This design comes from an exercise in tuning for small area and a short achievable clock period on the open sky130 flow, not from production work. RTL that was checked went through simulation tests only; none was proved equivalent to the original. Function not checked in run 3: the RTL went through the layout flow alone.

==> design/flow/design.v <==
`timescale 1ns / 1ps
module mul_calc #
(
    parameter ENRGY_DATA_WIDTH = 40,
    parameter AXI_DATA_WIDTH = 32
)
(
    input                       aclk,
    input                       aresetn,
    input wire signed [31:0]    Thresh,
    input wire signed [31:0]    Ratio,
    input wire [24:0]           num_fft_pts,
    input [ENRGY_DATA_WIDTH-1 : 0]  energy,
    input                           e_ready,
    output [AXI_DATA_WIDTH-1:0]     m_axis_a_tdata,
    input                           m_axis_a_tready,
    output reg                      m_axis_a_tvalid,
    output reg [AXI_DATA_WIDTH-1:0] m_axis_b_tdata,
    input                           m_axis_b_tready,
    output reg                      m_axis_b_tvalid
);
localparam K = 16;
function [2:0] qds;
    input [2:0] di;
    input [6:0] y;
    reg signed [6:0] m_n1, m_0, m_1, m_2;
    reg signed [6:0] ys;
    begin
        case (di)
            3'd0: begin m_n1 = -13; m_0 = -4; m_1 = 4; m_2 = 12; end
            3'd1: begin m_n1 = -15; m_0 = -6; m_1 = 4; m_2 = 14; end
            3'd2: begin m_n1 = -16; m_0 = -6; m_1 = 4; m_2 = 15; end
            3'd3: begin m_n1 = -18; m_0 = -6; m_1 = 4; m_2 = 16; end
            3'd4: begin m_n1 = -20; m_0 = -6; m_1 = 6; m_2 = 18; end
            3'd5: begin m_n1 = -20; m_0 = -6; m_1 = 6; m_2 = 20; end
            3'd6: begin m_n1 = -22; m_0 = -6; m_1 = 8; m_2 = 20; end
            default: begin m_n1 = -24; m_0 = -8; m_1 = 8; m_2 = 24; end
        endcase
        ys = y;
        if (ys >= m_2)       qds = 3'b110;
        else if (ys >= m_1)  qds = 3'b101;
        else if (ys >= m_0)  qds = 3'b000;
        else if (ys >= m_n1) qds = 3'b001;
        else                 qds = 3'b010;
    end
endfunction
function [68:0] srt_stage;    
    input [32:0] ps;
    input [32:0] pc;
    input [1:0]  xb;
    input [30:0] dl;
    reg [32:0] vs, vc, m, a, cy;
    reg [2:0] q;
    begin
        vs = {ps[30:0], xb};
        vc = {pc[30:0], 2'b00};
        q = qds(dl[30:28], ps[32:26] + pc[32:26]);
        m = ({33{q[0]}} & {2'b01, dl}) | ({33{q[1]}} & {1'b1, dl, 1'b0});
        a = m ^ {33{q[2]}};
        cy = (vs & vc) | (vs & a) | (vc & a);
        srt_stage = {q, vs ^ vc ^ a, cy[31:0], q[2]};
    end
endfunction
reg        state;           
reg [11:0] counter;
reg        done;
reg [51:0] data_sum;        
wire [52:0] acc_c;
wire [51:0] acc_b = {12'd0, energy};
assign acc_c[0] = 1'b0;
genvar gi;
generate
    for (gi = 0; gi < 52; gi = gi + 1) begin : acc
        assign acc_c[gi+1] = (data_sum[gi] & acc_b[gi]) | (data_sum[gi] & acc_c[gi]) |
                             (acc_b[gi] & acc_c[gi]);
    end
endgenerate
wire [51:0] sum_in = data_sum ^ acc_b ^ acc_c[51:0];
wire [11:0] counter_inc = counter + 12'd1;
wire last = (counter_inc == num_fft_pts[11:0]);
wire [52:0] dsub = {1'b0, data_sum} - {21'd0, Thresh};
wire [63:0] dvd = {{12{dsub[52]}}, dsub[51:0]};
wire [31:0] r0 = Ratio;
wire z16 = ~|r0[31:16];
wire [31:0] r1 = z16 ? {r0[15:0], 16'd0} : r0;
wire z8 = ~|r1[31:24];
wire [31:0] r2 = z8 ? {r1[23:0], 8'd0} : r1;
wire z4 = ~|r2[31:28];
wire [31:0] r3 = z4 ? {r2[27:0], 4'd0} : r2;
wire z2 = ~|r3[31:30];
wire [31:0] r4 = z2 ? {r3[29:0], 2'd0} : r3;
wire z1 = ~r4[31];
wire [31:0] rn = z1 ? {r4[30:0], 1'd0} : r4;
wire [95:0] x0 = {32'd0, dvd};
wire [95:0] x1 = z16 ? {x0[79:0], 16'd0} : x0;
wire [95:0] x2 = z8  ? {x1[87:0], 8'd0}  : x1;
wire [95:0] x3 = z4  ? {x2[91:0], 4'd0}  : x2;
wire [95:0] x4 = z2  ? {x3[93:0], 2'd0}  : x3;
wire [95:0] xn = z1  ? {x4[94:0], 1'd0}  : x4;
wire [32:0] fps [33:K];
wire [32:0] fpc [33:K];
wire [2:0]  fq  [32:K];
assign fps[33] = {3'd0, xn[95:66]};
assign fpc[33] = 33'd0;
generate
    for (gi = 32; gi >= K; gi = gi - 1) begin : front
        assign {fq[gi], fps[gi], fpc[gi]} =
            srt_stage(fps[gi+1], fpc[gi+1], xn[2*gi+1:2*gi], rn[30:0]);
    end
endgenerate
reg [31:0] fqp, fqn;
integer fi;
always @* begin
    fqp = 32'd0;
    fqn = 32'd0;
    for (fi = K; fi < 16; fi = fi + 1) begin
        if (fq[fi][2]) fqp[2*fi +: 2] = fq[fi][1:0];
        else           fqn[2*fi +: 2] = fq[fi][1:0];
    end
end
reg [32:0] ps_r, pc_r;
reg [30:0] dl_r;
reg [2*K-1:0] xl_r;
reg [31:0] t_r;
reg [31:0] qp_r, qn_r;
always @(posedge aclk or negedge aresetn) begin
    if (!aresetn) begin
        state <= 1'b0;
        done <= 1'b0;
        counter <= 12'd0;
        data_sum <= 52'd0;
        m_axis_b_tdata <= {AXI_DATA_WIDTH{1'b0}};
        ps_r <= 33'd0;
        pc_r <= 33'd0;
        dl_r <= 31'd0;
        xl_r <= {2*K{1'b0}};
        t_r <= 32'd0;
        qp_r <= 32'd0;
        qn_r <= 32'd0;
    end else begin
        if (!state) begin
            done <= 1'b0;
            if (e_ready) begin
                state <= 1'b1;
                data_sum <= sum_in;
            end
        end else begin
            state <= 1'b0;
            if (last) begin
                counter <= 12'd0;
                data_sum <= 52'd0;
                done <= 1'b1;
                m_axis_b_tdata <= data_sum[31:0];
                ps_r <= fps[K];
                pc_r <= fpc[K];
                dl_r <= rn[30:0];
                xl_r <= xn[2*K-1:0];
                t_r <= Thresh;
                qp_r <= fqp;
                qn_r <= fqn;
            end else begin
                counter <= counter_inc;
            end
        end
    end
end
wire [32:0] bps [K:0];
wire [32:0] bpc [K:0];
wire [2:0]  bq  [K-1:0];
assign bps[K] = ps_r;
assign bpc[K] = pc_r;
generate
    for (gi = K-1; gi >= 0; gi = gi - 1) begin : back
        assign {bq[gi], bps[gi], bpc[gi]} =
            srt_stage(bps[gi+1], bpc[gi+1], xl_r[2*gi+1:2*gi], dl_r);
    end
endgenerate
reg [31:0] qp, qn;
integer bi;
always @* begin
    qp = qp_r;
    qn = qn_r;
    for (bi = 0; bi < K; bi = bi + 1) begin
        if (bq[bi][2]) qp[2*bi +: 2] = bq[bi][1:0];
        else           qn[2*bi +: 2] = bq[bi][1:0];
    end
end
wire [32:0] rem = bps[0] + bpc[0];
wire rneg = rem[32];
wire [31:0] nqn = ~qn;
wire [31:0] cs_s = qp ^ nqn ^ t_r;
wire [31:0] cs_c = (qp & nqn) | (qp & t_r) | (nqn & t_r);
assign m_axis_a_tdata = cs_s + {cs_c[30:0], ~rneg};
reg state_wait;
always @(posedge aclk or negedge aresetn) begin
    if (!aresetn) begin
        state_wait <= 1'b0;
        m_axis_a_tvalid <= 1'b0;
        m_axis_b_tvalid <= 1'b0;
    end else begin
        if (!state_wait) begin
            m_axis_a_tvalid <= 1'b0;
            m_axis_b_tvalid <= 1'b0;
            if (done) begin
                if (m_axis_a_tready & m_axis_b_tready) begin
                    m_axis_a_tvalid <= 1'b1;
                    m_axis_b_tvalid <= 1'b1;
                end else begin
                    state_wait <= 1'b1;
                end
            end
        end else begin
            if (m_axis_a_tready & m_axis_b_tready) begin
                m_axis_a_tvalid <= 1'b1;
                m_axis_b_tvalid <= 1'b1;
                state_wait <= 1'b0;
            end
        end
    end
end
endmodule
==> design/flow/flow/run.sh <==
#!/bin/bash
set -euo pipefail
bash standard.sh SETUP_SLACK_MARGIN=292 SKIP_PIN_SWAP=1 SKIP_GATE_CLONING=1 finish > standard_flow.log 2>&1
==> design/flow/standard.sh <==
#!/bin/bash
# synth_recipe.tcl (not shown) runs the flow's synth.tcl, then flattens the netlist and writes it again
# the make line also repeats each setting of config.mk as NAME=value (left out here)
make -C /OpenROAD-flow-scripts/flow DESIGN_CONFIG=/design/flow/config.mk WORK_HOME=/design/flow/orfs CLKGATE_MAP_FILE= SYNTH_SCRIPT=/design/flow/synth_recipe.tcl "${@:-finish}"
==> design/flow/config.mk <==
export PLATFORM = sky130hd
export DESIGN_NAME = mul_calc
export DESIGN_NICKNAME = mul_calc
export VERILOG_FILES = /design/flow/design.v
export SDC_FILE = /design/flow/constraint.sdc
export NUM_CORES = 4
export LEC_CHECK = 0
export ABC_AREA = 1
export CAP_MARGIN = 20
export CORE_MARGIN = 2
export CORE_UTILIZATION = 55
export PLACE_DENSITY = 0.7
export SLEW_MARGIN = 20
==> design/flow/constraint.sdc <==
create_clock -name core_clock -period 450.0 [get_ports {aclk}]
set_input_delay 90.0000 -clock core_clock [delete_from_list [all_inputs] [get_ports {aclk}]]
set_output_delay 90.0000 -clock core_clock [all_outputs]
set_load 0.01 [all_outputs]
==> results of run 1 <==
through the flow:
stage	worst slack, ns	cells
after floorplan	298.16	10550
after detailed placement	286.97	12340
after global placement	288.09	12330
after CTS	291.99	12430
final	295.59	12500
after global routing	291.54	12500
final timing paths:
path	startpoint	endpoint	slack (ns)	cells after the start
worst min register to register	pc_r[30]	pc_r[30]	0.48	2
worst min-delay path	pc_r[30]	pc_r[30]	0.48	2
worst max register to register	data_sum[0]	ps_r[3]	386.48	314
worst max-delay path	ps_r[26]	m_axis_a_tdata[31]	295.59	337
min in group asynchronous	aresetn	m_axis_b_tdata[6]	89.34	1
max in group asynchronous	aresetn	dl_r[29]	358.58	4
state kept, by name (all words and copies together), names as in the netlist:
name,cells
t_r,32
data_sum,52
state_wait,1
ps_r,33
counter,12
dl_r,31
m_axis_a_tvalid,1
pc_r,33
xl_r,32
done,1
m_axis_b_tdata,32
state,1
worst register-to-register path: cells and delay by family (launching register included):
kind,cells,cell delay [ns]
AOI/OAI and AO/OA,50,9.60
xor gates and xnor gates,30,6.69
adders and majority gates,59,24.14
buffers and inverters,54,8.00
DFF,1,0.38
and+or+nand+nor,121,14.59
per-layer routing:
layer  wire, µm  up-vias  part of all wire, %
li1           -    34470                    -
met1     102600    36400                   40
met2     122600     2663                   47
met3      14980      582                  5.8
met4      18730        0                  7.2
met5          0        -                    0
timing repair:
action                     4_1_cts  5_1_grt
setup endpoints to repair       98       98
setup buffers                   30       54
resized for setup               77      202
cells by family (layout without fill, tap and decap cells):
group | count (synthesis) | after routing | share of synthesized area, %
xor+xnor | 1324 | 1324 | 13.92
buf+inv | 2333 | 2247 | 10.68
compound gates | 2283 | 2283 | 16.48
other cells | 1 | 16 | 0.004503
simple gates | 2369 | 2369 | 12.09
mux | 42 | 42 | 0.5048
flops | 261 | 261 | 7.843
fa+ha+maj | 1941 | 1941 | 38.47
layout make-up:
cell class / instances / area, µm²
Inverter: 1720 / 6569
Clock buffer: 44 / 949.7
Tap cell: 2016 / 2522
Timing Repair Buffer: 466 / 4547
Fill cell: 13560 / 59920
Sequential cell: 261 / 6534
Multi-Input combinational cell: 7960 / 68890
Clock inverter: 17 / 157.7
Antenna cell: 15 / 37.54
synth_stat cells, drive strengths merged, types with 7 or more instances:
master / number
nand3b: 12
nor4: 13
clkinv: 7
o21bai: 38
o21ai: 596
nand4: 88
a41oi: 12
buf: 128
ha: 908
clkbuf: 485
nand3: 277
xor2: 1180
a21oi: 366
o31ai: 22
a21boi: 51
nor2: 370
o41ai: 19
nand2: 1501
or2: 14
fa: 1033
mux2i: 42
o21a: 41
and2: 34
a31oi: 22
a32o: 8
o221ai: 30
xnor2: 144
o2111ai: 24
nor3: 52
o22ai: 977
inv: 1713
o211ai: 16
dfrtp: 261
a211oi: 29
a21o: 13
==> run summary, run 1 <==
status=timing/DRC/antenna clean; DRT iter0 DRCs=between 5000 and 6000; Critical Path Slowest Stage Cell=fa_1; hold slack=around 0.48 ns; period utilisation layout=around a third; Post-Syn Area=0.08328 mm²; I/O Buffers=between 150 and 200; GR peak layer=met2; met3 Resource Use GR=approximately 3.0%; final non-filler cell area=0.09021 mm²; placed cell areas=0.08697 mm²; largest net degree at the start of global routing=159; ys flop type=dfrtp_1; clock buffer count from CTS=34; total global routing overflow=0; Area growth, synth to finish=8.325%; M2 GR Usage=between 50% and 60%; initial antenna violation count=6; Die W=approximately 390 µm; CP startpoint kind=flip-flop; crit-path max FO=34; Post-Syn Nets=around 13000; met1 Use GR=41.82%; final net count=between 10000 and 15000; Yosys cell types=68; vias in the first global route=between 70000 and 80000; post-synthesis register bit count=roughly 260; drt via density=5.929; Final Hold Fails=0; Worst Path Buf+Inv=between 90 and 100; CP delay by family, top=adder cells; Critical Path Sink Type=output port; CTS hold repair buffers=0; final antenna-violating net count=0; GRT Total Usage=between 30% and 40%; clock skew=0.03535 ns; number of enable flip-flop cells after synthesis=0; Worst-Margin Slew=between 1 and 1.5 ns; Ports=200; DIE AREA=between 0.15 and 0.2 mm²; Post-Synthesis Cells=between 10000 and 15000; hpwl dp=205500 µm; most common cell after layout, fill and taps aside=inv_1; final setup vio count=0; Die Y=~390 µm; Max Slew Vio Count=0; Vias=74110; CTS tree=yes; Synth warnings=1; clock sink count=roughly 260; Root Driver=clkbuf_16; FP Rows=142; layout cells sized above 1=6.286%; Final Critical Period=154.41 ns; first-pass iteration count of the detailed router=6; worst hold path class=flip-flop to flip-flop; largest cells by area after synthesis=fa_1 25%, ha_1 14%, xor2_1 12%; post-synth top area share=about a quarter; max-cap violations=0; DRC viols=0; crit path kind=flip-flop to output port; H-tree depth=2; slowest stage delay, CP=approximately 0.66 ns; most frequent cells in the layout=1649 x inv_1, 1431 x nand2_1, 1144 x xor2_1; clock buffer depth=3; Routability Congestion=0.9458; syn_area_per_cell=a little under 8 µm²; RSZ-0062 raised after global routing=false; core box area=0.1501 mm²; Skew-Pair Late Insertion Delay=roughly 0.6 ns; worst endpoint data arrival time=64.41 ns; Finished Core Util=about three fifths; Seq/Total Area, Yosys=7.843%; WL per Instance=around 21 µm; most used cell, CP=inv_1; Clock transition at path regs=0.07 ns; Max-slew headroom=between 20 and 25%; Async SR Flop Fraction=100.0%; Routed WL=258800 µm; CP Data Required Time=between 300 and 400 ns; area leader, netlist=fa_1; Sum Neg Setup Slack=0 ns; Starting Density=a little under three fifths; Max Fclk=roughly 6.5 MHz; global-route wire length before repair=between 400000 and 500000 µm
==> run 2, diff against run 1 <==
==> design/flow/flow/run.sh (replaced) <==
#!/bin/bash
set -euo pipefail
bash standard.sh SETUP_SLACK_MARGIN=290 SKIP_PIN_SWAP=1 SKIP_GATE_CLONING=1 finish > standard_flow.log 2>&1
--- a/design/flow/config.mk
+++ b/design/flow/config.mk
@@ -9,5 +9,4 @@
 export CAP_MARGIN = 20
 export CORE_MARGIN = 2
-export CORE_UTILIZATION = 55
-export PLACE_DENSITY = 0.7
+export CORE_UTILIZATION = 40
 export SLEW_MARGIN = 20
==> run summary, run 2 <==
worst hold path class=flip-flop to flip-flop; Top reg by flops=data_sum; global-route wire length before repair=420600 µm; Yosys cell types=68; ys flop type=dfrtp_1; total global routing overflow=0; status=timing/DRC/antenna clean; hold_sp=pc_r[31]; Die W=roughly 460 µm; most used cell, CP=inv_1; clock skew=between 0.02 and 0.025 ns; GRT Total Usage=24.73%; Seq/Total Area, Yosys=7.843%; most frequent cells after synthesis=1669 x inv_1, 1454 x nand2_1, 1180 x xor2_1; Post-Syn Area=around 0.083 mm²; Max Slew Vio Count=0; Starting Density=40.22%; CTS tree=yes; initial antenna violation count=8; Routability Congestion=between 0.9 and 1; most frequent cells in the layout=1654 x inv_1, 1432 x nand2_1, 1159 x xor2_1; Async SR Flop Fraction=100.0%; Root Driver=clkbuf_16; syn_area_per_cell=approximately 8 µm²; R2R cell count=approximately 300; first-pass iteration count of the detailed router=8; Critical Path Sink Type=output port; WL per Instance=20.13 µm; Final Critical Period=around 160 ns; most common cell after layout, fill and taps aside=inv_1; DIE AREA=0.2119 mm²; Max Fclk=around 6.4 MHz; hold slack=roughly 0.48 ns; max-cap violations=0; Final Hold Fails=0; H-tree depth=2; RSZ-0062 raised after global routing=false; Critical Path Slowest Stage Cell=fa_1; DRC viols=0; Vias=~73000; Synth warnings=1; clock sink count=~260; worst reg2reg path startpoint=data_sum[0]; largest cells by area after synthesis=fa_1 25%, ha_1 14%, xor2_1 12%; Max-slew headroom=about 10%; hpwl dp=between 200000 and 250000 µm; slowest stage delay, CP=around 0.60 ns; CP delay by family, top=adder cells; period utilisation layout=34.64%; Fillers=20760; post-synth top area share=between 20% and 30%; final antenna-violating net count=0; core box area=slightly above 0.2 mm²; CP Data Required Time=~360 ns; post-route insts no fill=13260; Sum Neg Setup Slack=0 ns; Worst Path Buf+Inv=91; FP Rows=between 150 and 200; Cells after DPL=13130; area leader, netlist=fa_1; max reg flops=52; worst reg2reg setup slack=a little under 400 ns; Clock transition at path regs=0.06 ns; final setup vio count=0; Routed WL=~270000 µm; Die Y=460.3 µm; Ports=200; Skew-Pair Late Insertion Delay=approximately 0.61 ns; Post-Synthesis Cells=10550; largest net degree at the start of global routing=approximately 110; CTS hold repair buffers=0; I/O Buffers=roughly 190; crit path kind=flip-flop to output port; drt via density=roughly 5.5; clock buffer count from CTS=34; clock buffer depth=3; final net count=12500; DRT iter0 DRCs=~5300; vias in the first global route=73470; crit-path max FO=34; post-synthesis register bit count=between 200 and 300; layout cells sized above 1=5.770%; Finished Core Util=43.72%; CP startpoint kind=flip-flop; Post-Syn Nets=12630; worst hold path cell count=2; Worst R2R End=ps_r[15]; worst endpoint data arrival time=between 60 and 70 ns; Endpoint, Worst Hold=pc_r[31]; Worst-Margin Slew=1.340 ns; most frequent cell after synthesis=inv_1; Area growth, synth to finish=8.713%; number of enable flip-flop cells after synthesis=0
run 2: cell counts after synthesis:
No cell type changed its count.
run 2: kinds of logic after synthesis:
logic type                 count (synthesis)  synth area share (%)
other                                      1              0.004503
DFF                                      261                 7.843
and+or+nand+nor                         2369                 12.09
buffers and inverters                   2333                 10.68
xor gates and xnor gates                1324                 13.92
muxes                                     42                0.5048
AOI/OAI and AO/OA                       2283                 16.48
adders and majority gates               1941                 38.47
run 2: worst max path at each step:
stage	startpoint	to	slack (ns)	depth (start not counted)
2_1_floorplan	dl_r[30]	m_axis_a_tdata[31]	298.16	313
3_3_place_gp	Ratio[22]	ps_r[14]	288.56	274
3_5_place_dp	Ratio[22]	ps_r[10]	287.66	281
4_1_cts	dl_r[30]	m_axis_a_tdata[31]	290.05	332
5_1_grt	dl_r[30]	m_axis_a_tdata[31]	289.85	341
6_report	dl_r[30]	m_axis_a_tdata[31]	294.14	333
run 2: tightest hold or removal path: cells and delay by family, from the launching register on:
kind,cells,cell delay [ns]
flip-flops,1,0.34
AND/OR/NAND/NOR,2,0.09
run 2: layout make-up:
cell class / count / area (µm²) / area share, %
Antenna cell: 18 / 45.04 / 0.04975
Clock buffer: 43 / 975.9 / 1.078
Clock inverter: 16 / 188.9 / 0.2087
Inverter: 1720 / 6546 / 7.231
Multi-Input combinational cell: 7960 / 68610 / 75.78
Sequential cell: 261 / 6533 / 7.216
Tap cell: 2788 / 3488 / 3.853
Timing Repair Buffer: 450 / 4149 / 4.583
run 2: stage by stage:
| step | setup slack (ns) | cell area [µm²] |
|---|---|---|
| after floorplan | 298.16 | 83280 |
| after global placement | 288.56 | 88040 |
| after detailed placement | 287.66 | 88050 |
| after CTS | 290.05 | 89460 |
| after global routing | 289.85 | 90530 |
| final | 294.14 | 90530 |
run 2: per-layer routing:
metal	track usage [%]	wire length, µm	share of wire (%)	up-vias
li1	-	-	-	34440
met2	41.91	128300	48	2089
met3	2.243	12780	4.8	432
met4	12.34	14630	5.5	6
met5	0	103	0.039	-
met1	31.48	111000	42	36320
run 2: repair_timing:
action,in CTS,in global routing
buffers inserted,10,40
gates resized for setup,32,156
endpoints found under the setup margin,92,98
==> run 3, diff against run 2 <==
==> design/flow/design.v (replaced) <==
`timescale 1ns / 1ps
module mul_calc #
(
    parameter ENRGY_DATA_WIDTH = 40,
    parameter AXI_DATA_WIDTH = 32
)
(
    input                       aclk,
    input                       aresetn,
    input wire signed [31:0]    Thresh,
    input wire signed [31:0]    Ratio,
    input wire [24:0]           num_fft_pts,
    input [ENRGY_DATA_WIDTH-1 : 0]  energy,
    input                           e_ready,
    output reg [AXI_DATA_WIDTH-1:0] m_axis_a_tdata,
    input                           m_axis_a_tready,
    output reg                      m_axis_a_tvalid,
    output reg [AXI_DATA_WIDTH-1:0] m_axis_b_tdata,
    input                           m_axis_b_tready,
    output reg                      m_axis_b_tvalid
);
reg [7:0] state;
reg [7:0] state_wait;
reg [31:0] counter;
reg done;
reg [ENRGY_DATA_WIDTH-1 : 0] data_reg;
reg [63:0] data_sum;
localparam IDLE = 8'd0;
localparam SUM = 8'd1;
localparam D_READY = 8'd0;
localparam WAIT_READY = 8'd1;
integer i;
always  @ (posedge  aclk or negedge  aresetn)
begin
   if(!aresetn)
   begin
    state <= IDLE;
    done <= 1'b0;
    counter <= 32'd0;
    data_sum <= 64'd0;
    data_reg <= {ENRGY_DATA_WIDTH{1'b0}};
    m_axis_a_tdata <= {AXI_DATA_WIDTH{1'b0}};
    m_axis_b_tdata <= {AXI_DATA_WIDTH{1'b0}};
   end
   else begin
    case(state)
        IDLE:
            begin
                done <= 0;
                if(e_ready)
                begin
                    state <= SUM;
                    data_reg <= energy;
                end
                else begin
                    data_reg <= data_reg;
                    state <= IDLE;
                end
            end 
        SUM:
            begin
                state <= IDLE;
                if(counter >= (num_fft_pts-1))
                begin
                    counter <= 0;
                    m_axis_a_tdata <= (((data_sum+data_reg)-Thresh)/Ratio)+Thresh;
                    m_axis_b_tdata <= (data_sum+data_reg);
                    done <= 1;
                    data_sum <= 64'd0;
                end
                else begin
                    data_sum <= data_sum + data_reg;
                    counter = counter + 1;
                end
            end
        default:
        begin
            state <= IDLE;
        end
    endcase
   end
end
always  @ (posedge  aclk or negedge  aresetn)
begin
   if(!aresetn)
   begin
	state_wait <= D_READY;
	m_axis_a_tvalid <= 1'b0;
	m_axis_b_tvalid <= 1'b0;
   end
   else begin
	case(state_wait)
		D_READY:
		begin
			m_axis_a_tvalid <= 1'b0;
			m_axis_b_tvalid <= 1'b0;
			if(done)
			begin 
				if(m_axis_a_tready & m_axis_b_tready)
				begin
					m_axis_a_tvalid <= 1'b1;
					m_axis_b_tvalid <= 1'b1;
					state_wait <= D_READY;
				end
				else begin
					state_wait <= WAIT_READY;
				end
			end
			else begin 
				state_wait <= D_READY; 
			end
		end
		WAIT_READY:
		begin
			if(m_axis_a_tready & m_axis_b_tready)
			begin
				m_axis_a_tvalid <= 1'b1;
				m_axis_b_tvalid <= 1'b1;
				state_wait <= D_READY;
			end
			else begin
				state_wait <= WAIT_READY;
			end
		end
		default:
		begin
		  state_wait <= D_READY;
          m_axis_a_tvalid <= 1'b0;
          m_axis_b_tvalid <= 1'b0;
		end
	endcase
   end
end
endmodule
==> design/flow/run.sh (new file) <==
#!/bin/bash
# synth_recipe.tcl (not shown) runs the flow's synth.tcl, then flattens the netlist and writes it again
# the make line also repeats each setting of config.mk as NAME=value (left out here)
make -C /OpenROAD-flow-scripts/flow DESIGN_CONFIG=/design/flow/config.mk WORK_HOME=/design/flow/orfs CLKGATE_MAP_FILE= SYNTH_SCRIPT=/design/flow/synth_recipe.tcl finish
--- a/design/flow/config.mk
+++ b/design/flow/config.mk
@@ -6,5 +6,4 @@
 export NUM_CORES = 4
 export LEC_CHECK = 0
-export ABC_AREA = 1
 export CAP_MARGIN = 20
 export CORE_MARGIN = 2
removed: design/flow/flow/run.sh
removed: design/flow/standard.sh
==> run summary, run 3 <==
Die W=a little over 500 µm; global-route wire length before repair=600300 µm; clock sink count=204; worst hold path class=flip-flop to flip-flop; status=timing/DRC/antenna clean; final net count=~17000; Worst R2R End=m_axis_a_tdata[31]; post-route insts no fill=approximately 19000; Setup crit end=m_axis_a_tdata[12]; Max Fclk=2.373 MHz; worst-path cell chain=buf_8, buf_4, buf_4; Max Slew Vio Count=0; WL per Instance=roughly 21 µm; post-synth top area share=20.00%; Max-slew headroom=19.93%; Critical Path Slowest Stage Cell=buf_4; Area growth, synth to finish=6.658%; area leader, netlist=ha_1; Final Critical Period=roughly 420 ns; total global routing overflow=0; CP delay by family, top=buffers and inverters; clock buffer count from CTS=26; largest cells by area after synthesis=ha_1 20%, a21oi_1 6.7%, nor2_1 6.3%; Routed WL=a little under 400000 µm; syn_area_per_cell=6.951 µm²; Ports=200; worst reg2reg setup slack=between 100 and 150 ns; clock buffer depth=3; core box area=between 0.2 and 0.3 mm²; Async SR Flop Fraction=100.0%; Starting Density=approximately 40%; ys flop type=dfrtp_1; Yosys cell types=between 100 and 150; max reg flops=64; worst endpoint data arrival time=about 92 ns; Sum Neg Setup Slack=0 ns; final non-filler cell area=0.1129 mm²; crit path launch=aresetn; Post-Syn Area=0.1058 mm²; CTS tree=yes; number of enable flip-flop cells after synthesis=0; layout cells sized above 1=under 10%; largest net degree at the start of global routing=just under 90; Synth warnings=1; DRT iter0 DRCs=between 9000 and 10000; worst hold path cell count=2; max-cap violations=0; Routability Congestion=between 1 and 1.5; FP Rows=approximately 190; worst slack, placed=between 20 and 25 ns; Post-Synthesis Cells=15220; most used cell, CP=buf_4; Fillers=about 28000; Endpoint, Worst Hold=m_axis_b_tdata[26]; hpwl dp=roughly 310000 µm; Vias=113700; Finished Core Util=between 40% and 50%; initial antenna violation count=11; crit path kind=input pin to asynchronous set/reset pin; cell depth of the worst setup path=3; drt via density=slightly above 6; Post-Syn Nets=around 17000; Worst Path Buf+Inv=3; CP Data Required Time=about 450 ns; I/O Buffers=between 150 and 200; GRT Total Usage=a little over a quarter; period utilisation layout=93.63%; most frequent cell after synthesis=nor2_1; Clock transition at path regs=~0.070 ns; most common cell after layout, fill and taps aside=nor2_1; first-pass iteration count of the detailed router=7; DIE AREA=about 0.27 mm²; crit-path max FO=86; most frequent cells after synthesis=1790 x nor2_1, 1691 x ha_1, 1419 x a21oi_1; clock skew=approximately 0.023 ns; vias in the first global route=between 100k and 150k; hold_sp=m_axis_b_tdata[26]; Skew-Pair Late Insertion Delay=between 0.6 and 0.7 ns; Final Hold Fails=0; R2R cell count=around 1600; DRC viols=0; Root Driver=clkbuf_16; H-tree depth=1; slowest stage delay, CP=about 0.85 ns; final antenna-violating net count=0; most frequent cells in the layout=1783 x nor2_1, 1691 x ha_1, 1410 x a21oi_1; placed cell areas=0.1115 mm²; worst reg2reg path startpoint=data_reg[4]; final setup vio count=0; CP startpoint kind=input pin; CTS hold repair buffers=0; Critical Path Sink Type=asynchronous set/reset pin; post-synthesis register bit count=between 200 and 250; final setup margin=~29 ns; Cells after DPL=~19000; Die Y=just over 500 µm; Seq/Total Area, Yosys=~4.8%
run 3: cell type report:
class,count,area [µm²],share of cell area (%)
Antenna cell,3,7.507,0.006652
Clock buffer,31,720.7,0.6386
Clock inverter,17,234.0,0.2073
Inverter,583,2220,1.967
Multi-Input combinational cell,13960,96900,85.86
Sequential cell,204,5106,4.524
Tap cell,3515,4398,3.897
Timing Repair Buffer,365,3272,2.899
run 3: layer usage:
layer | share of wire, % | track usage (%) | up-vias
met5 | 0.016 | 0 | -
met4 | 5.0 | 11.60 | 10
met1 | 46 | 38.31 | 52750
met2 | 42 | 42.75 | 3734
li1 | - | - | 56560
met3 | 6.7 | 2.503 | 682
run 3: cells by family after synthesis:
group | Yosys count | synth area share, %
mux | 380 | 3.983
buf+inv | 1062 | 4.023
fa+ha+maj | 1697 | 20.08
xor+xnor | 1124 | 9.339
simple gates | 5958 | 27.44
flops | 204 | 4.824
compound gates | 4798 | 30.31
run 3: through the flow:
| stage | hold WS, ns |
|---|---|
| after CTS | 0.4797 |
| after global placement | 0.4579 |
| final | 0.4766 |
| after floorplan | 0.4557 |
| after global routing | 0.4887 |
| after detailed placement | 0.4628 |
run 3: timing repair:
action / in CTS / in global routing
setup buffers: 0 / 9
gates resized for setup: 0 / 71
endpoints found under the setup margin: 0 / 32

[what the ideal ports hide]
How much do the figures lean on ideal ports? The routed layouts below were timed once more, with nothing changed but the port constraints. Step 1 (the two cells are an assumption about what drives the block):
set clk [get_ports {aclk}]
set_driving_cell -lib_cell sky130_fd_sc_hd__clkbuf_16 $clk
set_driving_cell -lib_cell sky130_fd_sc_hd__buf_2 [delete_from_list [all_inputs] $clk]
Step 2, shift: input delay + t, output delay - t, t = (earliest + latest rising clock arrival at the registers) / 2. This alone moves slack from input paths to output paths. Three values: no drivers, after step 1, after step 2; two values: the first two.
run	t (ns)	setup WS [ns]	hold WS [ns]	worst register clock-pin slew, ns
run 1	0.661	295.590 / 295.517 / 295.924	0.479 / 0.479 / 0.479	0.07 / 0.07
run 2	0.676	294.135 / 294.057 / 293.978	0.475 / 0.475 / 0.475	0.07 / 0.07
run 3	0.712	28.673 / 28.714 / 28.002	0.477 / 0.477 / 0.477	0.08 / 0.08
After both steps setup and hold are still met in every run listed. The setup slack of run 3, which loses most, moves by +0.041 ns with the drivers and by -0.671 ns with both steps.
